Source: an optimization exercise on an open RTL-to-GDS flow (aim: small area and a short achievable clock period). Production flows keep margins and buffers that such runs may drop. The RTL was checked by simulation tests, not by an equivalence proof against the original design. No activity file was given, so power comes from the tool's default toggle rates.

$ cat run.sh
#!/bin/bash
# synth_recipe.tcl (not shown) runs the flow's synth.tcl, then flattens the netlist and writes it again
# the make line also repeats each setting of config.mk as NAME=value (left out here)
make -C /OpenROAD-flow-scripts/flow DESIGN_CONFIG=/design/flow/config.mk WORK_HOME=/design/flow/orfs CLKGATE_MAP_FILE= SYNTH_SCRIPT=/design/flow/synth_recipe.tcl finish
$ cat config.mk
export PLATFORM = sky130hd
export DESIGN_NAME = parameterized_signed_alu
export DESIGN_NICKNAME = parameterized_signed_alu
export VERILOG_FILES = /design/flow/design.v
export SDC_FILE = /design/flow/constraint.sdc
export NUM_CORES = 4
export LEC_CHECK = 0
export ABC_AREA = 1
export CAP_MARGIN = 20
export CORE_MARGIN = 2
export CORE_UTILIZATION = 40
export SLEW_MARGIN = 20
export SYNTH_HIERARCHICAL = 1
export SYNTH_MINIMUM_KEEP_SIZE = 0
$ cat constraint.sdc
create_clock -name core_clock -period 85.0 [get_ports {clk}]
set_input_delay 17.0000 -clock core_clock [delete_from_list [all_inputs] [get_ports {clk}]]
set_output_delay 17.0000 -clock core_clock [all_outputs]
set_load 0.01 [all_outputs]
$ cat design.v
module decoder(
input [1:0]alu_fn,
output arith_enable,cmp_enable,logic_enable,shift_enable
);
assign arith_enable = (alu_fn == 2'b00);
assign logic_enable = (alu_fn == 2'b01);
assign cmp_enable   = (alu_fn == 2'b10);
assign shift_enable = (alu_fn == 2'b11);
endmodule
module alu_fa (input a, input b, input c, output s, output co);
  assign s  = a ^ b ^ c;
  assign co = (a & b) | (a & c) | (b & c);
endmodule
module alu_ha (input a, input b, output s, output co);
  assign s  = a ^ b;
  assign co = a & b;
endmodule
module logic_unit(
input [15:0] A,B,
input [1:0] alu_fn,
output [15:0] y
);
wire [15:0] t = alu_fn[0] ? (A | B) : (A & B);
assign y = t ^ {16{alu_fn[1]}};
endmodule
module cmp_unit(
input ge, diff_zero,
input [1:0] alu_fn,
output [1:0] y
);
wire eq = diff_zero;
wire gt = ge & ~diff_zero;
wire lt = ~ge;
assign y = (alu_fn == 2'b01) ? {1'b0, eq} :
           (alu_fn == 2'b10) ? {gt, 1'b0} :
           (alu_fn == 2'b11) ? {lt, lt}   : 2'b00;
endmodule
module shift_unit(
input [15:0] A,B,
input [1:0] alu_fn,
output [15:0] y
);
wire [15:0] x = alu_fn[1] ? B : A;
assign y = alu_fn[0] ? {x[14:0], 1'b0} : {1'b0, x[15:1]};
endmodule
module parameterized_signed_alu #(parameter in_data_width=16,out_data_width=16,arith_out_data_width=32)(
input signed [in_data_width-1:0]A,B,
input clk,rst,
input [3:0]alu_fn,
output shift_flag,arith_flag,logic_flag,cmp_flag,carry_out,
output [out_data_width-1:0]shift_out,logic_out,cmp_out,
output signed[arith_out_data_width-1:0] arith_out
);
localparam K0 = 6;               
localparam RW = 16 - K0;         
localparam DSW = 1 + 16 + RW + RW + K0;    
localparam WW = (DSW > 32) ? DSW : 32;
wire arith_en = (alu_fn[3:2] == 2'b00);
wire logic_en = (alu_fn[3:2] == 2'b01);
wire cmp_en   = (alu_fn[3:2] == 2'b10);
wire shift_en = (alu_fn[3:2] == 2'b11);
wire [16:0] sum;
wire ge;
wire ad_sub = alu_fn[0] | alu_fn[3];
  wire [16:0] ad_c;
  wire [15:0] ad_bb = B ^ {16{ad_sub}};
  assign ad_c[0] = ad_sub;
  genvar ad_i;
  generate for (ad_i = 0; ad_i < 16; ad_i = ad_i + 1) begin : ad_bt
    alu_fa ad_u_fa (.a(A[ad_i]), .b(ad_bb[ad_i]), .c(ad_c[ad_i]), .s(sum[ad_i]), .co(ad_c[ad_i+1]));
  end endgenerate
  assign sum[16] = A[15] ^ ad_bb[15] ^ ad_c[16];
  assign ge = ad_c[16];
wire [31:0] prod;
  wire [16:0] mu_bx = {B, 1'b0};
  wire [7:0] mu_one, mu_two, mu_neg;
  wire [16:0] mu_pp0;
  wire mu_ppn0 = ~mu_pp0[16];
  wire [16:0] mu_pp1;
  wire mu_ppn1 = ~mu_pp1[16];
  wire [16:0] mu_pp2;
  wire mu_ppn2 = ~mu_pp2[16];
  wire [16:0] mu_pp3;
  wire mu_ppn3 = ~mu_pp3[16];
  wire [16:0] mu_pp4;
  wire mu_ppn4 = ~mu_pp4[16];
  wire [16:0] mu_pp5;
  wire mu_ppn5 = ~mu_pp5[16];
  wire [16:0] mu_pp6;
  wire mu_ppn6 = ~mu_pp6[16];
  wire [16:0] mu_pp7;
  wire mu_ppn7 = ~mu_pp7[16];
  wire [16:0] mu_ax = {A[15], A};
  wire [17:0] mu_ax2 = {A[15], A, 1'b0};
  genvar mu_i;
  generate for (mu_i = 0; mu_i < 8; mu_i = mu_i + 1) begin : mu_enc
    assign mu_one[mu_i] = mu_bx[2*mu_i+1] ^ mu_bx[2*mu_i];
    assign mu_two[mu_i] = (mu_bx[2*mu_i+2] & ~mu_bx[2*mu_i+1] & ~mu_bx[2*mu_i]) | (~mu_bx[2*mu_i+2] & mu_bx[2*mu_i+1] & mu_bx[2*mu_i]);
    assign mu_neg[mu_i] = mu_bx[2*mu_i+2];
  end endgenerate
  assign mu_pp0 = ({17{mu_one[0]}} & mu_ax | {17{mu_two[0]}} & mu_ax2[16:0]) ^ {17{mu_neg[0]}};
  assign mu_pp1 = ({17{mu_one[1]}} & mu_ax | {17{mu_two[1]}} & mu_ax2[16:0]) ^ {17{mu_neg[1]}};
  assign mu_pp2 = ({17{mu_one[2]}} & mu_ax | {17{mu_two[2]}} & mu_ax2[16:0]) ^ {17{mu_neg[2]}};
  assign mu_pp3 = ({17{mu_one[3]}} & mu_ax | {17{mu_two[3]}} & mu_ax2[16:0]) ^ {17{mu_neg[3]}};
  assign mu_pp4 = ({17{mu_one[4]}} & mu_ax | {17{mu_two[4]}} & mu_ax2[16:0]) ^ {17{mu_neg[4]}};
  assign mu_pp5 = ({17{mu_one[5]}} & mu_ax | {17{mu_two[5]}} & mu_ax2[16:0]) ^ {17{mu_neg[5]}};
  assign mu_pp6 = ({17{mu_one[6]}} & mu_ax | {17{mu_two[6]}} & mu_ax2[16:0]) ^ {17{mu_neg[6]}};
  assign mu_pp7 = ({17{mu_one[7]}} & mu_ax | {17{mu_two[7]}} & mu_ax2[16:0]) ^ {17{mu_neg[7]}};
  wire mu_s1, mu_c2;
  alu_ha mu_u_s1 (.a(mu_pp0[10]), .b(mu_pp1[8]), .s(mu_s1), .co(mu_c2));
  wire mu_s3, mu_c4;
  alu_ha mu_u_s3 (.a(mu_pp0[11]), .b(mu_pp1[9]), .s(mu_s3), .co(mu_c4));
  wire mu_s5, mu_c6;
  alu_fa mu_u_s5 (.a(mu_pp0[12]), .b(mu_pp1[10]), .c(mu_pp2[8]), .s(mu_s5), .co(mu_c6));
  wire mu_s7, mu_c8;
  alu_ha mu_u_s7 (.a(mu_pp3[6]), .b(mu_pp4[4]), .s(mu_s7), .co(mu_c8));
  wire mu_s9, mu_c10;
  alu_fa mu_u_s9 (.a(mu_pp0[13]), .b(mu_pp1[11]), .c(mu_pp2[9]), .s(mu_s9), .co(mu_c10));
  wire mu_s11, mu_c12;
  alu_ha mu_u_s11 (.a(mu_pp3[7]), .b(mu_pp4[5]), .s(mu_s11), .co(mu_c12));
  wire mu_s13, mu_c14;
  alu_fa mu_u_s13 (.a(mu_pp0[14]), .b(mu_pp1[12]), .c(mu_pp2[10]), .s(mu_s13), .co(mu_c14));
  wire mu_s15, mu_c16;
  alu_fa mu_u_s15 (.a(mu_pp3[8]), .b(mu_pp4[6]), .c(mu_pp5[4]), .s(mu_s15), .co(mu_c16));
  wire mu_s17, mu_c18;
  alu_ha mu_u_s17 (.a(mu_pp6[2]), .b(mu_pp7[0]), .s(mu_s17), .co(mu_c18));
  wire mu_s19, mu_c20;
  alu_fa mu_u_s19 (.a(mu_pp0[15]), .b(mu_pp1[13]), .c(mu_pp2[11]), .s(mu_s19), .co(mu_c20));
  wire mu_s21, mu_c22;
  alu_fa mu_u_s21 (.a(mu_pp3[9]), .b(mu_pp4[7]), .c(mu_pp5[5]), .s(mu_s21), .co(mu_c22));
  wire mu_s23, mu_c24;
  alu_ha mu_u_s23 (.a(mu_pp6[3]), .b(mu_pp7[1]), .s(mu_s23), .co(mu_c24));
  wire mu_s25, mu_c26;
  alu_fa mu_u_s25 (.a(mu_ppn0), .b(mu_pp1[14]), .c(mu_pp2[12]), .s(mu_s25), .co(mu_c26));
  wire mu_s27, mu_c28;
  alu_fa mu_u_s27 (.a(mu_pp3[10]), .b(mu_pp4[8]), .c(mu_pp5[6]), .s(mu_s27), .co(mu_c28));
  wire mu_s29, mu_c30;
  alu_ha mu_u_s29 (.a(mu_pp6[4]), .b(~mu_pp7[2]), .s(mu_s29), .co(mu_c30));
  wire mu_s31, mu_c32;
  alu_fa mu_u_s31 (.a(mu_pp1[15]), .b(mu_pp2[13]), .c(mu_pp3[11]), .s(mu_s31), .co(mu_c32));
  wire mu_s33, mu_c34;
  alu_fa mu_u_s33 (.a(mu_pp4[9]), .b(mu_pp5[7]), .c(mu_pp6[5]), .s(mu_s33), .co(mu_c34));
  wire mu_s35, mu_c36;
  alu_ha mu_u_s35 (.a(mu_pp7[3]), .b(~mu_pp7[2]), .s(mu_s35), .co(mu_c36));
  wire mu_s37, mu_c38;
  alu_fa mu_u_s37 (.a(mu_ppn1), .b(mu_pp2[14]), .c(mu_pp3[12]), .s(mu_s37), .co(mu_c38));
  wire mu_s39, mu_c40;
  alu_fa mu_u_s39 (.a(mu_pp4[10]), .b(mu_pp5[8]), .c(mu_pp6[6]), .s(mu_s39), .co(mu_c40));
  wire mu_s41, mu_c42;
  alu_ha mu_u_s41 (.a(mu_pp7[4]), .b(mu_pp7[2]), .s(mu_s41), .co(mu_c42));
  wire mu_s43, mu_c44;
  alu_fa mu_u_s43 (.a(mu_pp2[15]), .b(mu_pp3[13]), .c(mu_pp4[11]), .s(mu_s43), .co(mu_c44));
  wire mu_s45, mu_c46;
  alu_ha mu_u_s45 (.a(mu_pp5[9]), .b(mu_pp6[7]), .s(mu_s45), .co(mu_c46));
  wire mu_s47, mu_c48;
  alu_fa mu_u_s47 (.a(mu_ppn2), .b(mu_pp3[14]), .c(mu_pp4[12]), .s(mu_s47), .co(mu_c48));
  wire mu_s49, mu_c50;
  alu_ha mu_u_s49 (.a(mu_pp5[10]), .b(mu_pp6[8]), .s(mu_s49), .co(mu_c50));
  wire mu_s51, mu_c52;
  alu_ha mu_u_s51 (.a(mu_pp3[15]), .b(mu_pp4[13]), .s(mu_s51), .co(mu_c52));
  wire mu_s53, mu_c54;
  alu_ha mu_u_s53 (.a(mu_ppn3), .b(mu_pp4[14]), .s(mu_s53), .co(mu_c54));
  wire mu_s55, mu_c56;
  alu_ha mu_u_s55 (.a(mu_pp0[6]), .b(mu_pp1[4]), .s(mu_s55), .co(mu_c56));
  wire mu_s57, mu_c58;
  alu_ha mu_u_s57 (.a(mu_pp0[7]), .b(mu_pp1[5]), .s(mu_s57), .co(mu_c58));
  wire mu_s59, mu_c60;
  alu_fa mu_u_s59 (.a(mu_pp0[8]), .b(mu_pp1[6]), .c(mu_pp2[4]), .s(mu_s59), .co(mu_c60));
  wire mu_s61, mu_c62;
  alu_ha mu_u_s61 (.a(mu_pp3[2]), .b(mu_pp4[0]), .s(mu_s61), .co(mu_c62));
  wire mu_s63, mu_c64;
  alu_fa mu_u_s63 (.a(mu_pp0[9]), .b(mu_pp1[7]), .c(mu_pp2[5]), .s(mu_s63), .co(mu_c64));
  wire mu_s65, mu_c66;
  alu_ha mu_u_s65 (.a(mu_pp3[3]), .b(mu_pp4[1]), .s(mu_s65), .co(mu_c66));
  wire mu_s67, mu_c68;
  alu_fa mu_u_s67 (.a(mu_s1), .b(mu_pp2[6]), .c(mu_pp3[4]), .s(mu_s67), .co(mu_c68));
  wire mu_s69, mu_c70;
  alu_fa mu_u_s69 (.a(mu_pp4[2]), .b(mu_pp5[0]), .c(mu_neg[5]), .s(mu_s69), .co(mu_c70));
  wire mu_s71, mu_c72;
  alu_fa mu_u_s71 (.a(mu_s3), .b(mu_pp2[7]), .c(mu_pp3[5]), .s(mu_s71), .co(mu_c72));
  wire mu_s73, mu_c74;
  alu_fa mu_u_s73 (.a(mu_pp4[3]), .b(mu_pp5[1]), .c(mu_c2), .s(mu_s73), .co(mu_c74));
  wire mu_s75, mu_c76;
  alu_fa mu_u_s75 (.a(mu_s5), .b(mu_s7), .c(mu_pp5[2]), .s(mu_s75), .co(mu_c76));
  wire mu_s77, mu_c78;
  alu_fa mu_u_s77 (.a(mu_pp6[0]), .b(mu_neg[6]), .c(mu_c4), .s(mu_s77), .co(mu_c78));
  wire mu_s79, mu_c80;
  alu_fa mu_u_s79 (.a(mu_s9), .b(mu_s11), .c(mu_pp5[3]), .s(mu_s79), .co(mu_c80));
  wire mu_s81, mu_c82;
  alu_fa mu_u_s81 (.a(mu_pp6[1]), .b(mu_c6), .c(mu_c8), .s(mu_s81), .co(mu_c82));
  wire mu_s83, mu_c84;
  alu_fa mu_u_s83 (.a(mu_s13), .b(mu_s15), .c(mu_s17), .s(mu_s83), .co(mu_c84));
  wire mu_s85, mu_c86;
  alu_fa mu_u_s85 (.a(mu_neg[7]), .b(mu_c10), .c(mu_c12), .s(mu_s85), .co(mu_c86));
  wire mu_s87, mu_c88;
  alu_fa mu_u_s87 (.a(mu_s19), .b(mu_s21), .c(mu_s23), .s(mu_s87), .co(mu_c88));
  wire mu_s89, mu_c90;
  alu_fa mu_u_s89 (.a(mu_c14), .b(mu_c16), .c(mu_c18), .s(mu_s89), .co(mu_c90));
  wire mu_s91, mu_c92;
  alu_fa mu_u_s91 (.a(mu_s25), .b(mu_s27), .c(mu_s29), .s(mu_s91), .co(mu_c92));
  wire mu_s93, mu_c94;
  alu_fa mu_u_s93 (.a(mu_c20), .b(mu_c22), .c(mu_c24), .s(mu_s93), .co(mu_c94));
  wire mu_s95, mu_c96;
  alu_fa mu_u_s95 (.a(mu_s31), .b(mu_s33), .c(mu_s35), .s(mu_s95), .co(mu_c96));
  wire mu_s97, mu_c98;
  alu_fa mu_u_s97 (.a(mu_c26), .b(mu_c28), .c(mu_c30), .s(mu_s97), .co(mu_c98));
  wire mu_s99, mu_c100;
  alu_fa mu_u_s99 (.a(mu_s37), .b(mu_s39), .c(mu_s41), .s(mu_s99), .co(mu_c100));
  wire mu_s101, mu_c102;
  alu_fa mu_u_s101 (.a(mu_c32), .b(mu_c34), .c(mu_c36), .s(mu_s101), .co(mu_c102));
  wire mu_s103, mu_c104;
  alu_fa mu_u_s103 (.a(mu_s43), .b(mu_s45), .c(~mu_pp7[5]), .s(mu_s103), .co(mu_c104));
  wire mu_s105, mu_c106;
  alu_fa mu_u_s105 (.a(mu_c38), .b(mu_c40), .c(mu_c42), .s(mu_s105), .co(mu_c106));
  wire mu_s107, mu_c108;
  alu_fa mu_u_s107 (.a(mu_s47), .b(mu_s49), .c(mu_pp7[6]), .s(mu_s107), .co(mu_c108));
  wire mu_s109, mu_c110;
  alu_fa mu_u_s109 (.a(mu_pp7[5]), .b(mu_c44), .c(mu_c46), .s(mu_s109), .co(mu_c110));
  wire mu_s111, mu_c112;
  alu_fa mu_u_s111 (.a(mu_s51), .b(mu_pp5[11]), .c(mu_pp6[9]), .s(mu_s111), .co(mu_c112));
  wire mu_s113, mu_c114;
  alu_fa mu_u_s113 (.a(~mu_pp7[7]), .b(mu_c48), .c(mu_c50), .s(mu_s113), .co(mu_c114));
  wire mu_s115, mu_c116;
  alu_fa mu_u_s115 (.a(mu_s53), .b(mu_pp5[12]), .c(mu_pp6[10]), .s(mu_s115), .co(mu_c116));
  wire mu_s117, mu_c118;
  alu_fa mu_u_s117 (.a(mu_pp7[8]), .b(mu_pp7[7]), .c(mu_c52), .s(mu_s117), .co(mu_c118));
  wire mu_s119, mu_c120;
  alu_fa mu_u_s119 (.a(mu_pp4[15]), .b(mu_pp5[13]), .c(mu_pp6[11]), .s(mu_s119), .co(mu_c120));
  wire mu_s121, mu_c122;
  alu_ha mu_u_s121 (.a(~mu_pp7[9]), .b(mu_c54), .s(mu_s121), .co(mu_c122));
  wire mu_s123, mu_c124;
  alu_fa mu_u_s123 (.a(mu_ppn4), .b(mu_pp5[14]), .c(mu_pp6[12]), .s(mu_s123), .co(mu_c124));
  wire mu_s125, mu_c126;
  alu_ha mu_u_s125 (.a(mu_pp7[10]), .b(mu_pp7[9]), .s(mu_s125), .co(mu_c126));
  wire mu_s127, mu_c128;
  alu_ha mu_u_s127 (.a(mu_pp5[15]), .b(mu_pp6[13]), .s(mu_s127), .co(mu_c128));
  wire mu_s129, mu_c130;
  alu_ha mu_u_s129 (.a(mu_ppn5), .b(mu_pp6[14]), .s(mu_s129), .co(mu_c130));
  wire mu_s131, mu_c132;
  alu_ha mu_u_s131 (.a(mu_pp0[4]), .b(mu_pp1[2]), .s(mu_s131), .co(mu_c132));
  wire mu_s133, mu_c134;
  alu_ha mu_u_s133 (.a(mu_pp0[5]), .b(mu_pp1[3]), .s(mu_s133), .co(mu_c134));
  wire mu_s135, mu_c136;
  alu_fa mu_u_s135 (.a(mu_s55), .b(mu_pp2[2]), .c(mu_pp3[0]), .s(mu_s135), .co(mu_c136));
  wire mu_s137, mu_c138;
  alu_fa mu_u_s137 (.a(mu_s57), .b(mu_pp2[3]), .c(mu_pp3[1]), .s(mu_s137), .co(mu_c138));
  wire mu_s139, mu_c140;
  alu_fa mu_u_s139 (.a(mu_s59), .b(mu_s61), .c(mu_neg[4]), .s(mu_s139), .co(mu_c140));
  wire mu_s141, mu_c142;
  alu_fa mu_u_s141 (.a(mu_s63), .b(mu_s65), .c(mu_c60), .s(mu_s141), .co(mu_c142));
  wire mu_s143, mu_c144;
  alu_fa mu_u_s143 (.a(mu_s67), .b(mu_s69), .c(mu_c64), .s(mu_s143), .co(mu_c144));
  wire mu_s145, mu_c146;
  alu_fa mu_u_s145 (.a(mu_s71), .b(mu_s73), .c(mu_c68), .s(mu_s145), .co(mu_c146));
  wire mu_s147, mu_c148;
  alu_fa mu_u_s147 (.a(mu_s75), .b(mu_s77), .c(mu_c72), .s(mu_s147), .co(mu_c148));
  wire mu_s149, mu_c150;
  alu_fa mu_u_s149 (.a(mu_s79), .b(mu_s81), .c(mu_c76), .s(mu_s149), .co(mu_c150));
  wire mu_s151, mu_c152;
  alu_fa mu_u_s151 (.a(mu_s83), .b(mu_s85), .c(mu_c80), .s(mu_s151), .co(mu_c152));
  wire mu_s153, mu_c154;
  alu_fa mu_u_s153 (.a(mu_s87), .b(mu_s89), .c(mu_c84), .s(mu_s153), .co(mu_c154));
  wire mu_s155, mu_c156;
  alu_fa mu_u_s155 (.a(mu_s91), .b(mu_s93), .c(mu_c88), .s(mu_s155), .co(mu_c156));
  wire mu_s157, mu_c158;
  alu_fa mu_u_s157 (.a(mu_s95), .b(mu_s97), .c(mu_c92), .s(mu_s157), .co(mu_c158));
  wire mu_s159, mu_c160;
  alu_fa mu_u_s159 (.a(mu_s99), .b(mu_s101), .c(mu_c96), .s(mu_s159), .co(mu_c160));
  wire mu_s161, mu_c162;
  alu_fa mu_u_s161 (.a(mu_s103), .b(mu_s105), .c(mu_c100), .s(mu_s161), .co(mu_c162));
  wire mu_s163, mu_c164;
  alu_fa mu_u_s163 (.a(mu_s107), .b(mu_s109), .c(mu_c104), .s(mu_s163), .co(mu_c164));
  wire mu_s165, mu_c166;
  alu_fa mu_u_s165 (.a(mu_s111), .b(mu_s113), .c(mu_c108), .s(mu_s165), .co(mu_c166));
  wire mu_s167, mu_c168;
  alu_fa mu_u_s167 (.a(mu_s115), .b(mu_s117), .c(mu_c112), .s(mu_s167), .co(mu_c168));
  wire mu_s169, mu_c170;
  alu_fa mu_u_s169 (.a(mu_s119), .b(mu_s121), .c(mu_c116), .s(mu_s169), .co(mu_c170));
  wire mu_s171, mu_c172;
  alu_fa mu_u_s171 (.a(mu_s123), .b(mu_s125), .c(mu_c120), .s(mu_s171), .co(mu_c172));
  wire mu_s173, mu_c174;
  alu_fa mu_u_s173 (.a(mu_s127), .b(~mu_pp7[11]), .c(mu_c124), .s(mu_s173), .co(mu_c174));
  wire mu_s175, mu_c176;
  alu_fa mu_u_s175 (.a(mu_s129), .b(mu_pp7[12]), .c(mu_pp7[11]), .s(mu_s175), .co(mu_c176));
  wire mu_s177, mu_c178;
  alu_ha mu_u_s177 (.a(mu_pp6[15]), .b(~mu_pp7[13]), .s(mu_s177), .co(mu_c178));
  wire mu_s179, mu_c180;
  alu_ha mu_u_s179 (.a(mu_ppn6), .b(mu_pp7[14]), .s(mu_s179), .co(mu_c180));
  wire mu_s181, mu_c182;
  alu_ha mu_u_s181 (.a(mu_pp0[2]), .b(mu_pp1[0]), .s(mu_s181), .co(mu_c182));
  wire mu_s183, mu_c184;
  alu_ha mu_u_s183 (.a(mu_pp0[3]), .b(mu_pp1[1]), .s(mu_s183), .co(mu_c184));
  wire mu_s185, mu_c186;
  alu_fa mu_u_s185 (.a(mu_s131), .b(mu_pp2[0]), .c(mu_neg[2]), .s(mu_s185), .co(mu_c186));
  wire mu_s187, mu_c188;
  alu_fa mu_u_s187 (.a(mu_s133), .b(mu_pp2[1]), .c(mu_c132), .s(mu_s187), .co(mu_c188));
  wire mu_s189, mu_c190;
  alu_fa mu_u_s189 (.a(mu_s135), .b(mu_neg[3]), .c(mu_c134), .s(mu_s189), .co(mu_c190));
  wire mu_s191, mu_c192;
  alu_fa mu_u_s191 (.a(mu_s137), .b(mu_c56), .c(mu_c136), .s(mu_s191), .co(mu_c192));
  wire mu_s193, mu_c194;
  alu_fa mu_u_s193 (.a(mu_s139), .b(mu_c58), .c(mu_c138), .s(mu_s193), .co(mu_c194));
  wire mu_s195, mu_c196;
  alu_fa mu_u_s195 (.a(mu_s141), .b(mu_c62), .c(mu_c140), .s(mu_s195), .co(mu_c196));
  wire mu_s197, mu_c198;
  alu_fa mu_u_s197 (.a(mu_s143), .b(mu_c66), .c(mu_c142), .s(mu_s197), .co(mu_c198));
  wire mu_s199, mu_c200;
  alu_fa mu_u_s199 (.a(mu_s145), .b(mu_c70), .c(mu_c144), .s(mu_s199), .co(mu_c200));
  wire mu_s201, mu_c202;
  alu_fa mu_u_s201 (.a(mu_s147), .b(mu_c74), .c(mu_c146), .s(mu_s201), .co(mu_c202));
  wire mu_s203, mu_c204;
  alu_fa mu_u_s203 (.a(mu_s149), .b(mu_c78), .c(mu_c148), .s(mu_s203), .co(mu_c204));
  wire mu_s205, mu_c206;
  alu_fa mu_u_s205 (.a(mu_s151), .b(mu_c82), .c(mu_c150), .s(mu_s205), .co(mu_c206));
  wire mu_s207, mu_c208;
  alu_fa mu_u_s207 (.a(mu_s153), .b(mu_c86), .c(mu_c152), .s(mu_s207), .co(mu_c208));
  wire mu_s209, mu_c210;
  alu_fa mu_u_s209 (.a(mu_s155), .b(mu_c90), .c(mu_c154), .s(mu_s209), .co(mu_c210));
  wire mu_s211, mu_c212;
  alu_fa mu_u_s211 (.a(mu_s157), .b(mu_c94), .c(mu_c156), .s(mu_s211), .co(mu_c212));
  wire mu_s213, mu_c214;
  alu_fa mu_u_s213 (.a(mu_s159), .b(mu_c98), .c(mu_c158), .s(mu_s213), .co(mu_c214));
  wire mu_s215, mu_c216;
  alu_fa mu_u_s215 (.a(mu_s161), .b(mu_c102), .c(mu_c160), .s(mu_s215), .co(mu_c216));
  wire mu_s217, mu_c218;
  alu_fa mu_u_s217 (.a(mu_s163), .b(mu_c106), .c(mu_c162), .s(mu_s217), .co(mu_c218));
  wire mu_s219, mu_c220;
  alu_fa mu_u_s219 (.a(mu_s165), .b(mu_c110), .c(mu_c164), .s(mu_s219), .co(mu_c220));
  wire mu_s221, mu_c222;
  alu_fa mu_u_s221 (.a(mu_s167), .b(mu_c114), .c(mu_c166), .s(mu_s221), .co(mu_c222));
  wire mu_s223, mu_c224;
  alu_fa mu_u_s223 (.a(mu_s169), .b(mu_c118), .c(mu_c168), .s(mu_s223), .co(mu_c224));
  wire mu_s225, mu_c226;
  alu_fa mu_u_s225 (.a(mu_s171), .b(mu_c122), .c(mu_c170), .s(mu_s225), .co(mu_c226));
  wire mu_s227, mu_c228;
  alu_fa mu_u_s227 (.a(mu_s173), .b(mu_c126), .c(mu_c172), .s(mu_s227), .co(mu_c228));
  wire mu_s229, mu_c230;
  alu_fa mu_u_s229 (.a(mu_s175), .b(mu_c128), .c(mu_c174), .s(mu_s229), .co(mu_c230));
  wire mu_s231, mu_c232;
  alu_fa mu_u_s231 (.a(mu_s177), .b(mu_c130), .c(mu_c176), .s(mu_s231), .co(mu_c232));
  wire mu_s233, mu_c234;
  alu_fa mu_u_s233 (.a(mu_s179), .b(mu_pp7[13]), .c(mu_c178), .s(mu_s233), .co(mu_c234));
  wire mu_s235, mu_c236;
  alu_ha mu_u_s235 (.a(~mu_pp7[15]), .b(mu_c180), .s(mu_s235), .co(mu_c236));
  wire mu_s237, mu_c238;
  alu_ha mu_u_s237 (.a(mu_ppn7), .b(mu_pp7[15]), .s(mu_s237), .co(mu_c238));
  wire mu_s239, mu_c240;
  alu_ha mu_u_s239 (.a(mu_pp0[0]), .b(mu_neg[0]), .s(mu_s239), .co(mu_c240));
  wire mu_s241, mu_c242;
  alu_ha mu_u_s241 (.a(mu_pp0[1]), .b(mu_c240), .s(mu_s241), .co(mu_c242));
  wire mu_s243, mu_c244;
  alu_fa mu_u_s243 (.a(mu_s181), .b(mu_neg[1]), .c(mu_c242), .s(mu_s243), .co(mu_c244));
  wire mu_s245, mu_c246;
  alu_fa mu_u_s245 (.a(mu_s183), .b(mu_c182), .c(mu_c244), .s(mu_s245), .co(mu_c246));
  wire mu_s247, mu_c248;
  alu_fa mu_u_s247 (.a(mu_s185), .b(mu_c184), .c(mu_c246), .s(mu_s247), .co(mu_c248));
  wire mu_s249, mu_c250;
  alu_fa mu_u_s249 (.a(mu_s187), .b(mu_c186), .c(mu_c248), .s(mu_s249), .co(mu_c250));
  wire mu_s251, mu_c252;
  alu_fa mu_u_s251 (.a(mu_s189), .b(mu_c188), .c(mu_c250), .s(mu_s251), .co(mu_c252));
  wire mu_s253, mu_c254;
  alu_fa mu_u_s253 (.a(mu_s191), .b(mu_c190), .c(mu_c252), .s(mu_s253), .co(mu_c254));
  wire mu_s255, mu_c256;
  alu_fa mu_u_s255 (.a(mu_s193), .b(mu_c192), .c(mu_c254), .s(mu_s255), .co(mu_c256));
  wire mu_s257, mu_c258;
  alu_fa mu_u_s257 (.a(mu_s195), .b(mu_c194), .c(mu_c256), .s(mu_s257), .co(mu_c258));
  wire mu_s259, mu_c260;
  alu_fa mu_u_s259 (.a(mu_s197), .b(mu_c196), .c(mu_c258), .s(mu_s259), .co(mu_c260));
  wire mu_s261, mu_c262;
  alu_fa mu_u_s261 (.a(mu_s199), .b(mu_c198), .c(mu_c260), .s(mu_s261), .co(mu_c262));
  wire mu_s263, mu_c264;
  alu_fa mu_u_s263 (.a(mu_s201), .b(mu_c200), .c(mu_c262), .s(mu_s263), .co(mu_c264));
  wire mu_s265, mu_c266;
  alu_fa mu_u_s265 (.a(mu_s203), .b(mu_c202), .c(mu_c264), .s(mu_s265), .co(mu_c266));
  wire mu_s267, mu_c268;
  alu_fa mu_u_s267 (.a(mu_s205), .b(mu_c204), .c(mu_c266), .s(mu_s267), .co(mu_c268));
  wire mu_s269, mu_c270;
  alu_fa mu_u_s269 (.a(mu_s207), .b(mu_c206), .c(mu_c268), .s(mu_s269), .co(mu_c270));
  wire mu_s271, mu_c272;
  alu_fa mu_u_s271 (.a(mu_s209), .b(mu_c208), .c(mu_c270), .s(mu_s271), .co(mu_c272));
  wire mu_s273, mu_c274;
  alu_fa mu_u_s273 (.a(mu_s211), .b(mu_c210), .c(mu_c272), .s(mu_s273), .co(mu_c274));
  wire mu_s275, mu_c276;
  alu_fa mu_u_s275 (.a(mu_s213), .b(mu_c212), .c(mu_c274), .s(mu_s275), .co(mu_c276));
  wire mu_s277, mu_c278;
  alu_fa mu_u_s277 (.a(mu_s215), .b(mu_c214), .c(mu_c276), .s(mu_s277), .co(mu_c278));
  wire mu_s279, mu_c280;
  alu_fa mu_u_s279 (.a(mu_s217), .b(mu_c216), .c(mu_c278), .s(mu_s279), .co(mu_c280));
  wire mu_s281, mu_c282;
  alu_fa mu_u_s281 (.a(mu_s219), .b(mu_c218), .c(mu_c280), .s(mu_s281), .co(mu_c282));
  wire mu_s283, mu_c284;
  alu_fa mu_u_s283 (.a(mu_s221), .b(mu_c220), .c(mu_c282), .s(mu_s283), .co(mu_c284));
  wire mu_s285, mu_c286;
  alu_fa mu_u_s285 (.a(mu_s223), .b(mu_c222), .c(mu_c284), .s(mu_s285), .co(mu_c286));
  wire mu_s287, mu_c288;
  alu_fa mu_u_s287 (.a(mu_s225), .b(mu_c224), .c(mu_c286), .s(mu_s287), .co(mu_c288));
  wire mu_s289, mu_c290;
  alu_fa mu_u_s289 (.a(mu_s227), .b(mu_c226), .c(mu_c288), .s(mu_s289), .co(mu_c290));
  wire mu_s291, mu_c292;
  alu_fa mu_u_s291 (.a(mu_s229), .b(mu_c228), .c(mu_c290), .s(mu_s291), .co(mu_c292));
  wire mu_s293, mu_c294;
  alu_fa mu_u_s293 (.a(mu_s231), .b(mu_c230), .c(mu_c292), .s(mu_s293), .co(mu_c294));
  wire mu_s295, mu_c296;
  alu_fa mu_u_s295 (.a(mu_s233), .b(mu_c232), .c(mu_c294), .s(mu_s295), .co(mu_c296));
  wire mu_s297, mu_c298;
  alu_fa mu_u_s297 (.a(mu_s235), .b(mu_c234), .c(mu_c296), .s(mu_s297), .co(mu_c298));
  wire mu_s299, mu_c300;
  alu_fa mu_u_s299 (.a(mu_s237), .b(mu_c236), .c(mu_c298), .s(mu_s299), .co(mu_c300));
  assign prod = {(1'b1 ^ mu_c238 ^ mu_c300), mu_s299, mu_s297, mu_s295, mu_s293, mu_s291, mu_s289, mu_s287, mu_s285, mu_s283, mu_s281, mu_s279, mu_s277, mu_s275, mu_s273, mu_s271, mu_s269, mu_s267, mu_s265, mu_s263, mu_s261, mu_s259, mu_s257, mu_s255, mu_s253, mu_s251, mu_s249, mu_s247, mu_s245, mu_s243, mu_s241, mu_s239};
wire [15:0] alo, blo;
assign alo[0] = 1'b0;
assign blo[0] = 1'b0;
genvar gi;
generate for (gi = 1; gi < 16; gi = gi + 1) begin : absg
    assign alo[gi] = alo[gi-1] | A[gi-1];
    assign blo[gi] = blo[gi-1] | B[gi-1];
end endgenerate
wire [15:0] ua = A ^ ({16{A[15]}} & alo);
wire [15:0] ub = B ^ ({16{B[15]}} & blo);
wire [16:0] nzab1;
assign nzab1[16] = 1'b0;
generate for (gi = 15; gi >= 0; gi = gi - 1) begin : nz1g
    assign nzab1[gi] = nzab1[gi+1] | ub[gi];
end endgenerate
wire b_nz = nzab1[0];
wire [15:K0] q1;
wire [RW-1:0] r1;
  wire [15:0] d1_nd = ~ub;
  wire [0:0] d1_x15 = {ua[15]};
  wire [1:0] d1_c15;
  assign d1_c15[0] = 1'b1;
  assign d1_c15[1:1] = (d1_x15 & d1_nd[0:0]) | ((d1_x15 | d1_nd[0:0]) & d1_c15[0:0]);
  assign q1[15] = d1_c15[1] & ~nzab1[1];
  wire [1:0] d1_x14 = {d1_x15 ^ ({1{q1[15]}} & (d1_nd[0:0] ^ d1_c15[0:0])), ua[14]};
  wire [2:0] d1_c14;
  assign d1_c14[0] = 1'b1;
  assign d1_c14[2:1] = (d1_x14 & d1_nd[1:0]) | ((d1_x14 | d1_nd[1:0]) & d1_c14[1:0]);
  assign q1[14] = d1_c14[2] & ~nzab1[2];
  wire [2:0] d1_x13 = {d1_x14 ^ ({2{q1[14]}} & (d1_nd[1:0] ^ d1_c14[1:0])), ua[13]};
  wire [3:0] d1_c13;
  assign d1_c13[0] = 1'b1;
  assign d1_c13[3:1] = (d1_x13 & d1_nd[2:0]) | ((d1_x13 | d1_nd[2:0]) & d1_c13[2:0]);
  assign q1[13] = d1_c13[3] & ~nzab1[3];
  wire [3:0] d1_x12 = {d1_x13 ^ ({3{q1[13]}} & (d1_nd[2:0] ^ d1_c13[2:0])), ua[12]};
  wire [4:0] d1_c12;
  assign d1_c12[0] = 1'b1;
  assign d1_c12[4:1] = (d1_x12 & d1_nd[3:0]) | ((d1_x12 | d1_nd[3:0]) & d1_c12[3:0]);
  assign q1[12] = d1_c12[4] & ~nzab1[4];
  wire [4:0] d1_x11 = {d1_x12 ^ ({4{q1[12]}} & (d1_nd[3:0] ^ d1_c12[3:0])), ua[11]};
  wire [5:0] d1_c11;
  assign d1_c11[0] = 1'b1;
  assign d1_c11[5:1] = (d1_x11 & d1_nd[4:0]) | ((d1_x11 | d1_nd[4:0]) & d1_c11[4:0]);
  assign q1[11] = d1_c11[5] & ~nzab1[5];
  wire [5:0] d1_x10 = {d1_x11 ^ ({5{q1[11]}} & (d1_nd[4:0] ^ d1_c11[4:0])), ua[10]};
  wire [6:0] d1_c10;
  assign d1_c10[0] = 1'b1;
  assign d1_c10[6:1] = (d1_x10 & d1_nd[5:0]) | ((d1_x10 | d1_nd[5:0]) & d1_c10[5:0]);
  assign q1[10] = d1_c10[6] & ~nzab1[6];
  wire [6:0] d1_x9 = {d1_x10 ^ ({6{q1[10]}} & (d1_nd[5:0] ^ d1_c10[5:0])), ua[9]};
  wire [7:0] d1_c9;
  assign d1_c9[0] = 1'b1;
  assign d1_c9[7:1] = (d1_x9 & d1_nd[6:0]) | ((d1_x9 | d1_nd[6:0]) & d1_c9[6:0]);
  assign q1[9] = d1_c9[7] & ~nzab1[7];
  wire [7:0] d1_x8 = {d1_x9 ^ ({7{q1[9]}} & (d1_nd[6:0] ^ d1_c9[6:0])), ua[8]};
  wire [8:0] d1_c8;
  assign d1_c8[0] = 1'b1;
  assign d1_c8[8:1] = (d1_x8 & d1_nd[7:0]) | ((d1_x8 | d1_nd[7:0]) & d1_c8[7:0]);
  assign q1[8] = d1_c8[8] & ~nzab1[8];
  wire [8:0] d1_x7 = {d1_x8 ^ ({8{q1[8]}} & (d1_nd[7:0] ^ d1_c8[7:0])), ua[7]};
  wire [9:0] d1_c7;
  assign d1_c7[0] = 1'b1;
  assign d1_c7[9:1] = (d1_x7 & d1_nd[8:0]) | ((d1_x7 | d1_nd[8:0]) & d1_c7[8:0]);
  assign q1[7] = d1_c7[9] & ~nzab1[9];
  wire [9:0] d1_x6 = {d1_x7 ^ ({9{q1[7]}} & (d1_nd[8:0] ^ d1_c7[8:0])), ua[6]};
  wire [10:0] d1_c6;
  assign d1_c6[0] = 1'b1;
  assign d1_c6[10:1] = (d1_x6 & d1_nd[9:0]) | ((d1_x6 | d1_nd[9:0]) & d1_c6[9:0]);
  assign q1[6] = d1_c6[10] & ~nzab1[10];
  assign r1 = d1_x6 ^ ({10{q1[6]}} & (d1_nd[9:0] ^ d1_c6[9:0]));
wire [DSW-1:0] ds = {A[15] ^ B[15], ub, r1, q1, ua[K0-1:0]};
wire [15:0] lres = (alu_fn[0] ? (A | B) : (A & B)) ^ {16{alu_fn[1]}};
wire [15:0] sx = alu_fn[1] ? B : A;
wire [15:0] sres = alu_fn[0] ? {sx[14:0], 1'b0} : {1'b0, sx[15:1]};
wire eq = (sum[15:0] == 16'd0);
wire [1:0] cres = (alu_fn[1:0] == 2'b01) ? {1'b0, eq} :
                  (alu_fn[1:0] == 2'b10) ? {ge & ~eq, 1'b0} :
                  (alu_fn[1:0] == 2'b11) ? {~ge, ~ge} : 2'b00;
reg [31:0] aval;
always @(*) begin
    case (alu_fn[1:0])
        2'b00, 2'b01: aval = {{15{sum[16]}}, sum};
        2'b10:        aval = prod;
        default:      aval = ds[31:0] & {32{b_nz}};
    endcase
end
wire [15:0] olo = alu_fn[3] ? {sres[15:2], (alu_fn[2] ? sres[1:0] : cres)}
                            : (alu_fn[2] ? lres : aval[15:0]);
wire [WW-1:0] w_d;
generate if (WW > 32) begin : wx
    assign w_d = {ds[WW-1:32], aval[31:16], olo};
end else begin : wn
    assign w_d = {aval[31:16], olo};
end endgenerate
wire div_sel = arith_en & (alu_fn[1:0] == 2'b11) & b_nz;
reg [WW-1:0] w;
reg f_an, f_div, f_logic, f_cmp, f_shift;
always @(posedge clk) w <= w_d;
always @(posedge clk, negedge rst) begin
    if (!rst) begin
        f_an <= 1'b0; f_div <= 1'b0; f_logic <= 1'b0; f_cmp <= 1'b0; f_shift <= 1'b0;
    end else begin
        f_an    <= arith_en & ~div_sel;
        f_div   <= div_sel;
        f_logic <= logic_en;
        f_cmp   <= cmp_en;
        f_shift <= shift_en;
    end
end
wire [DSW-1:0] dr = w[DSW-1:0];
wire        d_sgn = dr[DSW-1];
wire [15:0] d_d   = dr[DSW-2 -: 16];
wire [RW-1:0] d_r = dr[2*RW+K0-1 -: RW];
wire [RW-1:0] d_q = dr[RW+K0-1 -: RW];
wire [K0-1:0] d_a = dr[K0-1:0];
wire [16:0] nzab2;
assign nzab2[16] = 1'b0;
generate for (gi = 15; gi >= 0; gi = gi - 1) begin : nz2g
    assign nzab2[gi] = nzab2[gi+1] | d_d[gi];
end endgenerate
wire [K0-1:0] q2;
wire [15:0] d_ax = {{(16-K0){1'b0}}, d_a};
  wire [15:0] d2_nd = ~d_d;
  wire [10:0] d2_x5 = {d_r, d_ax[5]};
  wire [11:0] d2_c5;
  assign d2_c5[0] = 1'b1;
  assign d2_c5[11:1] = (d2_x5 & d2_nd[10:0]) | ((d2_x5 | d2_nd[10:0]) & d2_c5[10:0]);
  assign q2[5] = d2_c5[11] & ~nzab2[11];
  wire [11:0] d2_x4 = {d2_x5 ^ ({11{q2[5]}} & (d2_nd[10:0] ^ d2_c5[10:0])), d_ax[4]};
  wire [12:0] d2_c4;
  assign d2_c4[0] = 1'b1;
  assign d2_c4[12:1] = (d2_x4 & d2_nd[11:0]) | ((d2_x4 | d2_nd[11:0]) & d2_c4[11:0]);
  assign q2[4] = d2_c4[12] & ~nzab2[12];
  wire [12:0] d2_x3 = {d2_x4 ^ ({12{q2[4]}} & (d2_nd[11:0] ^ d2_c4[11:0])), d_ax[3]};
  wire [13:0] d2_c3;
  assign d2_c3[0] = 1'b1;
  assign d2_c3[13:1] = (d2_x3 & d2_nd[12:0]) | ((d2_x3 | d2_nd[12:0]) & d2_c3[12:0]);
  assign q2[3] = d2_c3[13] & ~nzab2[13];
  wire [13:0] d2_x2 = {d2_x3 ^ ({13{q2[3]}} & (d2_nd[12:0] ^ d2_c3[12:0])), d_ax[2]};
  wire [14:0] d2_c2;
  assign d2_c2[0] = 1'b1;
  assign d2_c2[14:1] = (d2_x2 & d2_nd[13:0]) | ((d2_x2 | d2_nd[13:0]) & d2_c2[13:0]);
  assign q2[2] = d2_c2[14] & ~nzab2[14];
  wire [14:0] d2_x1 = {d2_x2 ^ ({14{q2[2]}} & (d2_nd[13:0] ^ d2_c2[13:0])), d_ax[1]};
  wire [15:0] d2_c1;
  assign d2_c1[0] = 1'b1;
  assign d2_c1[15:1] = (d2_x1 & d2_nd[14:0]) | ((d2_x1 | d2_nd[14:0]) & d2_c1[14:0]);
  assign q2[1] = d2_c1[15] & ~nzab2[15];
  wire [15:0] d2_x0 = {d2_x1 ^ ({15{q2[1]}} & (d2_nd[14:0] ^ d2_c1[14:0])), d_ax[0]};
  wire [16:0] d2_c0;
  assign d2_c0[0] = 1'b1;
  assign d2_c0[16:1] = (d2_x0 & d2_nd[15:0]) | ((d2_x0 | d2_nd[15:0]) & d2_c0[15:0]);
  assign q2[0] = d2_c0[16] & ~nzab2[16];
wire [15:0] quo = {d_q, q2};
wire [16:0] qlo;
assign qlo[1] = 1'b0;
generate for (gi = 2; gi < 17; gi = gi + 1) begin : qlog
    assign qlo[gi] = qlo[gi-1] | quo[gi-1];
end endgenerate
wire [31:0] divres;
assign divres[0] = quo[0];
generate for (gi = 1; gi < 16; gi = gi + 1) begin : qfxg
    assign divres[gi] = quo[gi] ^ (d_sgn & (quo[0] | qlo[gi]));
end endgenerate
assign divres[31:16] = {16{d_sgn & (quo[0] | qlo[16])}};
assign arith_out = ({32{f_an}} & w[31:0]) | ({32{f_div}} & divres);
assign carry_out = arith_out[16];
assign arith_flag = f_an | f_div;
assign logic_flag = f_logic;
assign cmp_flag = f_cmp;
assign shift_flag = f_shift;
assign logic_out = {16{f_logic}} & w[15:0];
assign shift_out = {16{f_shift}} & w[15:0];
assign cmp_out = {14'd0, {2{f_cmp}} & w[1:0]};
endmodule
==> qor_table.md, run 1 <==
| Stage | Result | This run |
|---|---|---|
| global route | Number of antenna violations at the first check in global routing | 0 |
| clock network | Clock root cell | sky130_fd_sc_hd__clkbuf_16 |
| place | HPWL after detailed placement | 44.2 mm |
| place | Count of input and output buffers | 108 |
| sta | Setup repair after global routing missed its margin | false |
| cells and area | Sequential cell area | 987 sq um |
| drt | Detailed-route DRC error count | 0 |
| worst setup path | Critical path origin | w[26]$_DFF_P_ |
| cells and area | Number of nets in the final layout | 2793 |
| cells and area | Share of cells above drive strength 1 | 6.38% |
| sta | Worst hold slack across all endpoints | 16.99 ns |
| global route | GRT Resource Usage Total | 27.5% |
| sta | Worst Max-Slew Pin Slew | 1.08 ns |
| clock network | Total number of H-tree levels | 2 |
| worst setup path | Maximum fanout along the worst path | 22 |
| power | Leakage power | 8.74 nW |
| synthesis | Synth Register Bits | 48 |
| cells and area | Fill cell count | 4254 |
| worst setup path | Family of cells with the greatest summed delay on the critical path | simple AND/OR/NAND/NOR gates |
| sta | Number of failing setup endpoints in the final timing report | 0 |
| cells and area | Total area of multi-input combinational cells | 13200 sq um |
| worst setup path | Critical path data required time | 68.00 ns |
| worst setup path | Critical Path AT | 14.32 ns |
| floorplan | Die Footprint | 41700 sq um |
| worst setup path | Number of buffer and inverter instances along the worst setup path | 10 |
| cells and area | Most frequent standard cell in the layout excluding fill and tap cells | sky130_fd_sc_hd__nand2_1 |
| synthesis | Unique cell type count in the Yosys netlist | 51 |
| clock network | Number of cells upsized or downsized after cts | 0 |
| power | Maximum vdd ir drop | 0.0772 mV |
| worst setup path | Worst Setup Start Kind | register |
| worst setup path | CP dominant cell by count | sky130_fd_sc_hd__nand3_1 |
| sta | Highest clock rate | 0.0319 GHz |
| clock network | TritonCTS clock tree | done |
| worst setup path | Endpoint type of the worst setup path | output pin |
| clock network | Post-CTS Setup Repair Bufs | 0 |
| floorplan | Number of I/O pins | 123 |
| drt | Number of vias in the routed layout | 17090 |
| worst setup path | Worst path max stage delay | 0.85 ns |
| clock network | Number of sinks driven by the clock tree | 48 |
| clock network | Register clock-pin slew on the reported worst setup and hold paths | 0.07 ns |
| synthesis | Mean area per synthesized cell | 6.22 sq um |
| global route | First-pass GRT wire length | 90.4 mm |
| worst setup path | Crit Path Class | reg -> out |
| synthesis | Number of flops mapped to enable cells by yosys | 0 |
| sta | Final-report hold violation count | 0 |
| worst setup path | Logic depth of the worst setup path including buffers | 97 |
| run status | Result of the run | timing/DRC/antenna clean |
| cells and area | Most used cells in the layout excluding fill and tap cells | sky130_fd_sc_hd__nand2_1 (780), sky130_fd_sc_hd__nand3_1 (284), sky130_fd_sc_hd__inv_1 (278), sky130_fd_sc_hd__xor2_1 (261), sky130_fd_sc_hd__fa_1 (135) |
| drt | DRC violation total after the first TritonRoute iteration | 1297 |
| global route | Maximum number of pins on one net before global-route repair | 59 |
| flow run | MaxCap Viol Count | 0 |
| drt | Final wirelength | 57.3 mm |
| synthesis | Syn Inst Count | 2580 |
| synthesis | Netlist area before placement | 16000 sq um |
| floorplan | Number of placement rows | 73 |
| sta | Post-layout min period | 31.32 ns |
| clock network | Number of clock buffers inserted by TritonCTS | 5 |
| clock network | Hold-fix buffers at CTS | 0 |
| floorplan | Die Y | 204 um |
| sta | Tightest slew margin relative to the limit | 27.8% |
| sta | Post-route clock period utilization | 36.9% |
| floorplan | Starting density of the core | 40.5% |
| cells and area | Area added between synthesis and finish | 9.63% |
| clock network | Clock Path Buffers | 2 |
| worst setup path | Worst setup path end | arith_out[1] |
| drt | WL/cell | 18.4 um |
| power | Power Total | 0.000652 W |
| sta | Final count of pins violating max slew | 0 |
| place | Final weighted congestion in routability-driven placement | 0.951 |
| global route | Total overflow reported by the global router | 0 |
| floorplan | Area of the core region | 39600 sq um |
| drt | Number of detailed-routing iterations run before antenna repair | 6 |
| power | Total power density per cell area | 37.1 nW/um^2 |
| synthesis | Dominant register cell in the synthesized netlist | sky130_fd_sc_hd__dfxtp_1 |
| worst setup path | Library cell contributing the largest single delay on the critical path | sky130_fd_sc_hd__dfxtp_1 |
| drt | Vias per inst | 5.49 |
| sta | Setup TNS | 0 ns |
| synthesis | Warnings, synthesis | 7 |
| cells and area | Diodes inserted | 0 |
| worst hold path | HP Class | in -> async |
| synthesis | Fraction of synthesis flops using an asynchronous set or reset pin | 10.4% |
| global route | Number of global-route vias before repair | 16433 |
| floorplan | Width of the chip | 204 um |
| drt | Post-route antenna net violation count | 0 |
| synthesis | Share of the yosys chip area belonging to registers | 6.15% |
per-stage QoR:
stage               std cells  setup slack [ns]  area, sq um  utilization [%]
floorplan                2593             54.71        16100                -
global placement         3105             53.92        17400             43.8
detailed placement       3105             53.75        17400             43.9
CTS                      3113             53.88        17600             44.3
global route             3113             52.11        17600             44.3
finish                   3113             53.68        17600             44.3
how the worst min path moves through the flow:
stage,from,endpoint,depth (start not counted)
final,rst,f_cmp$_DFF_PN0_,1
after global routing,rst,f_shift$_DFF_PN0_,1
after CTS,rst,f_cmp$_DFF_PN0_,1
after detailed placement,rst,f_cmp$_DFF_PN0_,1
after global placement,rst,f_cmp$_DFF_PN0_,1
after floorplan,rst,f_an$_DFF_PN0_,0
metal layers:
layer,share of wire [%],routed length (um),GRT usage (%),up-vias
met1,42,24000,35.1,8130
met4,4.4,2510,12.1,0
li1,-,-,-,8200
met3,6.1,3470,2.71,135
met5,0,0,0,-
met2,48,27300,47.1,625
layout make-up:
cell class	count	area share, %
clock buffer	5	0.712
timing repair buffer	138	7.40
multi-input combinational	2071	75.2
tap	525	3.74
sequential	48	5.62
clock inverter	3	0.391
inverter	323	6.90
per-module statistics from Yosys (local to each module, per instance):
module	cell area [sq um]	flip-flops and latches	times used
parameterized_signed_alu	12900	48	1
alu_fa	20.0	0	135
alu_ha	12.5	0	31
cells in the mapped netlist, drive strengths merged, types with 5 or more instances:
master / instances / area, sq um
nand2: 839 / 3380
inv: 303 / 1140
nand3: 302 / 1630
xor2: 262 / 2290
fa: 135 / 2700
o22ai: 123 / 769
nor2: 119 / 499
clkbuf: 91 / 345
o21ai: 82 / 414
buf: 60 / 330
a21oi: 53 / 265
dfxtp: 43 / 861
ha: 33 / 413
nand4: 27 / 169
clkinv: 20 / 75.1
o211ai: 20 / 150
xnor2: 12 / 105
or2: 10 / 62.6
a211oi: 8 / 60.1
nor3: 6 / 41.3
dfrtp: 5 / 125
kinds of logic (layout without fill, tap and decap cells):
| kind of cell | after synthesis | count (layout) | synth area share, % |
|---|---|---|---|
| AOI/OAI and AO/OA | 302 | 302 | 11.2 |
| xor gates and xnor gates | 274 | 274 | 15.0 |
| adders and majority gates | 168 | 168 | 19.4 |
| buffers and inverters | 474 | 469 | 11.8 |
| DFF | 48 | 48 | 6.15 |
| other | 1 | 14 | 0.0234 |
| and+or+nand+nor | 1313 | 1313 | 36.5 |
power by group:
| part | switching, W | total [W] | internal, W |
|---|---|---|---|
| Combinational | 0.000360 | 0.000580 | 0.000221 |
| Clock | 0.00000880 | 0.0000257 | 0.0000169 |
| Sequential | 0.0000162 | 0.0000456 | 0.0000294 |
state kept, by name (all words and copies together), names as in the netlist:
register and flops:
f_cmp 1, f_shift 1, w 43, f_an 1
f_div 1, f_logic 1
==> inputs of run 2 (changes only) <==
--- a/config.mk
+++ b/config.mk
@@ -8,7 +8,7 @@
 export ABC_AREA = 1
 export CAP_MARGIN = 20
 export CORE_MARGIN = 2
-export CORE_UTILIZATION = 40
+export CORE_UTILIZATION = 85
 export SLEW_MARGIN = 20
 export SYNTH_HIERARCHICAL = 1
 export SYNTH_MINIMUM_KEEP_SIZE = 0
==> qor_table.md, run 2 <==
| Stage | Result | This run | vs previous |
|---|---|---|---|
| synthesis | Fraction of synthesis flops using an asynchronous set or reset pin | 10.4% | unchanged |
| floorplan | Number of placement rows | 50 | was 73 |
| synthesis | Dominant register cell in the synthesized netlist | sky130_fd_sc_hd__dfxtp_1 | unchanged |
| place | Count of input and output buffers | 108 | unchanged |
| synthesis | Netlist area before placement | 16000 sq um | unchanged |
| synthesis | Number of flops mapped to enable cells by yosys | 0 | unchanged |
| run status | Error that stopped the run | [ERROR GPL-0301] Utilization 102.293 % exceeds 100%. |  |
| synthesis | Mean area per synthesized cell | 6.22 sq um | unchanged |
| floorplan | Number of I/O pins | 123 | unchanged |
| synthesis | Unique cell type count in the Yosys netlist | 51 | unchanged |
| floorplan | Die Y | 141 um | was 204 um |
| synthesis | Share of the yosys chip area belonging to registers | 6.15% | unchanged |
| synthesis | Warnings, synthesis | 7 | unchanged |
| synthesis | Commonest cells post-synth | sky130_fd_sc_hd__nand2_1 (780), sky130_fd_sc_hd__nand3_1 (284), sky130_fd_sc_hd__inv_1 (278), sky130_fd_sc_hd__xor2_1 (262), sky130_fd_sc_hd__fa_1 (135) | unchanged |
| run status | Stage reached | global placement |  |
| synthesis | Leading cell types by total area after synthesis | sky130_fd_sc_hd__nand2_1 (18%), sky130_fd_sc_hd__fa_1 (17%), sky130_fd_sc_hd__xor2_1 (14%), sky130_fd_sc_hd__nand3_1 (8.9%), sky130_fd_sc_hd__inv_1 (6.5%) | unchanged |
| synthesis | Syn Inst Count | 2580 | unchanged |
| synthesis | Synth Register Bits | 48 | unchanged |
| synthesis | Most repeated cell in the gate-level netlist after synthesis | sky130_fd_sc_hd__nand2_1 | unchanged |
| floorplan | Width of the chip | 141 um | was 204 um |
| synthesis | Fraction of synthesized cell area taken by the top area cell type | 18.3% | unchanged |
| synthesis | Library cell with the largest summed area after synthesis | sky130_fd_sc_hd__nand2_1 | unchanged |
| floorplan | Starting density of the core | 86.3% | was 40.5% |
| run status | Result of the run | aborted with a tool error | was timing/DRC/antenna clean |
## run 2: modules after synthesis (local to each module, per instance)
module                    cells inside  flops+latches
alu_fa                               1              0
parameterized_signed_alu          2414             48
alu_ha                               1              0
## run 2: cell families after synthesis
group / count (synthesis) / share of synthesized area [%]
flip-flops: 48 / 6.15
XOR/XNOR: 274 / 15.0
AND/OR/NAND/NOR: 1313 / 36.5
adder cells (fa/ha/maj): 168 / 19.4
buffers and inverters: 474 / 11.8
other: 1 / 0.0234
AO/OA/AOI/OAI: 302 / 11.2
==> inputs of run 3 (changes only) <==
--- a/config.mk
+++ b/config.mk
@@ -8,7 +8,7 @@
 export ABC_AREA = 1
 export CAP_MARGIN = 20
 export CORE_MARGIN = 2
-export CORE_UTILIZATION = 85
+export CORE_UTILIZATION = 70
 export SLEW_MARGIN = 20
 export SYNTH_HIERARCHICAL = 1
 export SYNTH_MINIMUM_KEEP_SIZE = 0
==> qor_table.md, run 3 <==
| Stage | Result | This run | vs previous |
|---|---|---|---|
| clock network | Clock root cell | sky130_fd_sc_hd__clkbuf_16 |  |
| sta | Final-report hold violation count | 0 |  |
| clock network | Number of sinks driven by the clock tree | 48 |  |
| clock network | TritonCTS clock tree | done |  |
| worst setup path | Endpoint type of the worst setup path | register |  |
| drt | Detailed-route DRC error count | 0 |  |
| drt | Number of detailed-routing iterations run before antenna repair | 6 |  |
| cells and area | Most used cells in the layout excluding fill and tap cells | sky130_fd_sc_hd__nand2_1 (780), sky130_fd_sc_hd__nand3_1 (284), sky130_fd_sc_hd__inv_1 (278), sky130_fd_sc_hd__xor2_1 (262), sky130_fd_sc_hd__fa_1 (135) |  |
| worst setup path | CP dominant cell by count | sky130_fd_sc_hd__fa_1 |  |
| worst setup path | Critical path origin | B[3] |  |
| place | Final weighted congestion in routability-driven placement | 1.04 |  |
| cells and area | Most frequent standard cell in the layout excluding fill and tap cells | sky130_fd_sc_hd__nand2_1 |  |
| clock network | Hold-fix buffers at CTS | 0 |  |
| synthesis | Syn Inst Count | 2580 | unchanged |
| synthesis | Library cell with the largest summed area after synthesis | sky130_fd_sc_hd__nand2_1 | unchanged |
| power | Leakage power | 8.72 nW |  |
| clock network | Register clock-pin slew on the reported worst setup and hold paths | 0.07 ns |  |
| global route | GRT Resource Usage Total | 44.7% |  |
| synthesis | Warnings, synthesis | 7 | unchanged |
| floorplan | Area of the core region | 22600 sq um |  |
| synthesis | Dominant register cell in the synthesized netlist | sky130_fd_sc_hd__dfxtp_1 | unchanged |
| global route | Maximum number of pins on one net before global-route repair | 59 |  |
| drt | WL/cell | 18.8 um |  |
| synthesis | Fraction of synthesized cell area in xor and xnor cells | 15.0% | unchanged |
| worst setup path | Critical Path AT | 31.32 ns |  |
| power | Power Total | 0.000669 W |  |
| worst setup path | Worst path max stage delay | 0.85 ns |  |
| clock network | Total number of H-tree levels | 2 |  |
| sta | Final count of pins violating max slew | 0 |  |
| synthesis | Fraction of synthesized cell area taken by the top area cell type | 18.3% | unchanged |
| synthesis | Simple-gate area share of the yosys netlist | 36.5% | unchanged |
| clock network | Number of clock buffers inserted by TritonCTS | 5 |  |
| sta | Post-layout min period | 31.19 ns |  |
| synthesis | Netlist area before placement | 16000 sq um | unchanged |
| cells and area | Number of flip-flops under the largest register name | 43 |  |
| global route | First-pass GRT wire length | 86.3 mm |  |
| floorplan | Die Footprint | 24100 sq um |  |
| global route | Number of antenna violations at the first check in global routing | 0 |  |
| cells and area | Biggest register | w |  |
| global route | Number of global-route vias before repair | 16753 |  |
| synthesis | Mean area per synthesized cell | 6.22 sq um | unchanged |
| synthesis | Synth Register Bits | 48 | unchanged |
| synthesis | Fraction of synthesized area in multiplexers | 0% | unchanged |
| synthesis | Leading cell types by total area after synthesis | sky130_fd_sc_hd__nand2_1 (18%), sky130_fd_sc_hd__fa_1 (17%), sky130_fd_sc_hd__xor2_1 (14%), sky130_fd_sc_hd__nand3_1 (8.9%), sky130_fd_sc_hd__inv_1 (6.5%) | unchanged |
| drt | Final wirelength | 54.0 mm |  |
| drt | Vias per inst | 6.18 |  |
| synthesis | Fraction of synthesis flops using an asynchronous set or reset pin | 10.4% | unchanged |
| drt | DRC violation total after the first TritonRoute iteration | 1832 |  |
| worst setup path | Maximum fanout along the worst path | 26 |  |
| worst setup path | Crit Path Class | in -> reg |  |
| sta | Tightest slew margin relative to the limit | 29.5% |  |
| drt | Number of vias in the routed layout | 17767 |  |
| synthesis | Most repeated cell in the gate-level netlist after synthesis | sky130_fd_sc_hd__nand2_1 | unchanged |
| worst setup path | Worst Setup Start Kind | input pin |  |
| cells and area | Area added between synthesis and finish | 7.44% |  |
| floorplan | Number of placement rows | 55 | was 50 |
| floorplan | Die Y | 155 um | was 141 um |
| floorplan | Width of the chip | 155 um | was 141 um |
| clock network | Post-CTS Setup Repair Bufs | 0 |  |
| place | HPWL after detailed placement | 41.5 mm |  |
| sta | Post-route clock period utilization | 36.7% |  |
| floorplan | Number of I/O pins | 123 | unchanged |
| cells and area | Area of all placed cells without fillers | 17200 sq um |  |
| place | Count of input and output buffers | 108 | unchanged |
| synthesis | Post-synthesis compound-gate area fraction | 11.2% | unchanged |
| place | Placed cell area | 17100 sq um |  |
| run status | Result of the run | timing/DRC/antenna clean | was aborted with a tool error |
| synthesis | Commonest cells post-synth | sky130_fd_sc_hd__nand2_1 (780), sky130_fd_sc_hd__nand3_1 (284), sky130_fd_sc_hd__inv_1 (278), sky130_fd_sc_hd__xor2_1 (262), sky130_fd_sc_hd__fa_1 (135) | unchanged |
| synthesis | Unique cell type count in the Yosys netlist | 51 | unchanged |
| clock network | Clock Path Buffers | 2 |  |
| cells and area | Share of cells above drive strength 1 | 6.41% |  |
| sta | Setup repair after global routing missed its margin | false |  |
| floorplan | Starting density of the core | 71.0% | was 86.3% |
| global route | Total overflow reported by the global router | 0 |  |
| sta | Number of failing setup endpoints in the final timing report | 0 |  |
| worst setup path | Worst setup path end | w[31]$_DFF_P_ |  |
| clock network | Number of cells upsized or downsized after cts | 0 |  |
| drt | Post-route antenna net violation count | 0 |  |
| cells and area | Diodes inserted | 0 |  |
| power | Maximum vdd ir drop | 0.129 mV |  |
| synthesis | Largest family of logic cells by synthesized area | simple AND/OR/NAND/NOR gates | unchanged |
| worst hold path | HP Class | in -> async |  |
| synthesis | Share of the yosys chip area belonging to registers | 6.15% | unchanged |
| synthesis | Adder-cell share of the synthesized area | 19.4% | unchanged |
| cells and area | Number of nets in the final layout | 2793 |  |
| sta | Worst Max-Slew Pin Slew | 1.05 ns |  |
| worst setup path | Library cell contributing the largest single delay on the critical path | sky130_fd_sc_hd__o21ai_1 |  |
| sta | Highest clock rate | 0.0321 GHz |  |
| synthesis | Number of flops mapped to enable cells by yosys | 0 | unchanged |
| sta | Setup TNS | 0 ns |  |
| flow run | MaxCap Viol Count | 0 |  |
| worst setup path | Critical path data required time | 85.13 ns |  |
| power | Total power density per cell area | 38.8 nW/um^2 |  |
[run 3: cell counts after synthesis]
Identical to the previous run, type by type.
[run 3: modules after synthesis, one instance, submodules excluded]
module	flip-flops and latches	copies in the design
alu_ha	0	31
alu_fa	0	135
parameterized_signed_alu	48	1
[run 3: logic make-up after synthesis]
group                      after synthesis
other                                    1
xor gates and xnor gates               274
and+or+nand+nor                       1313
buffers and inverters                  474
DFF                                     48
adders and majority gates              168
AOI/OAI and AO/OA                      302
[run 3: layout make-up]
type	instances	area, sq um
fill	1885	5340
clock inverter	3	21.3
sequential	48	988
inverter	323	1210
tap	285	357
timing repair buffer	138	1300
clock buffer	5	125
multi-input combinational	2071	13200
[run 3: stage by stage]
step                worst slack, ns  utilization, %  hold slack [ns]  cells
global route                  52.53            76.3            16.93   2873
floorplan                     54.71               -            16.70   2593
global placement              53.97            75.6            17.24   2865
detailed placement            53.75            75.7            17.24   2865
finish                        53.81            76.3            16.92   2873
CTS                           54.00            76.3            16.92   2873
[run 3: where the power goes]
group / total (W) / internal (W) / leakage, nW / switching, W
Clock: 0.0000198 / 0.0000110 / 0.0702 / 0.00000885
Sequential: 0.0000439 / 0.0000294 / 0.426 / 0.0000146
Combinational: 0.000605 / 0.000227 / 8.22 / 0.000378
Total: 0.000669 / 0.000267 / 8.72 / 0.000402
[run 3: how the worst min path moves through the flow]
stage | end | slack (ns) | cells after the start
finish | f_shift$_DFF_PN0_ | 16.92 | 1
detailed placement | f_shift$_DFF_PN0_ | 17.24 | 1
global placement | f_logic$_DFF_PN0_ | 17.24 | 1
global route | f_logic$_DFF_PN0_ | 16.93 | 1
floorplan | f_an$_DFF_PN0_ | 16.70 | 0
CTS | f_shift$_DFF_PN0_ | 16.92 | 1
[run 3: critical path: cells and delay by family]
family	cells	cell delay, ns
buffers and inverters	3	0.98
AO/OA/AOI/OAI	3	1.12
adder cells (fa/ha/maj)	29	11.76
AND/OR/NAND/NOR	1	0.08
XOR/XNOR	2	0.35
[run 3: metal layers]
layer	vias up	part of all wire [%]	track usage, %
met1	8074	37	56.0
met5	-	0	0
met3	312	12	10.4
met2	1185	44	71.2
li1	8196	-	-
met4	0	7.0	25.2

## static timing again, ports no longer ideal
How much do the figures lean on ideal ports? The routed layouts below were timed once more, with nothing changed but the port constraints.
Step 1: set_driving_cell puts a clkbuf_16 on clk and a buf_2 on each other input, an assumption about the parent block.
Step 2 also shifts input and output timing later by t, the mid clock arrival at the registers, as if the neighbouring blocks saw the same clock.
Three values: no drivers, after step 1, after step 2; two values: the first two.
run	t, ns	setup slack, ns	worst register clock-pin slew, ns
run 1	0.340	53.677 / 53.635 / 53.638	0.07 / 0.07
run 3	0.335	53.812 / 53.835 / 53.500	0.07 / 0.07
After both steps setup and hold are still met in every run listed. For run 3, which loses most, drivers alone change the setup slack by +0.023 ns; drivers and shift together by -0.312 ns.
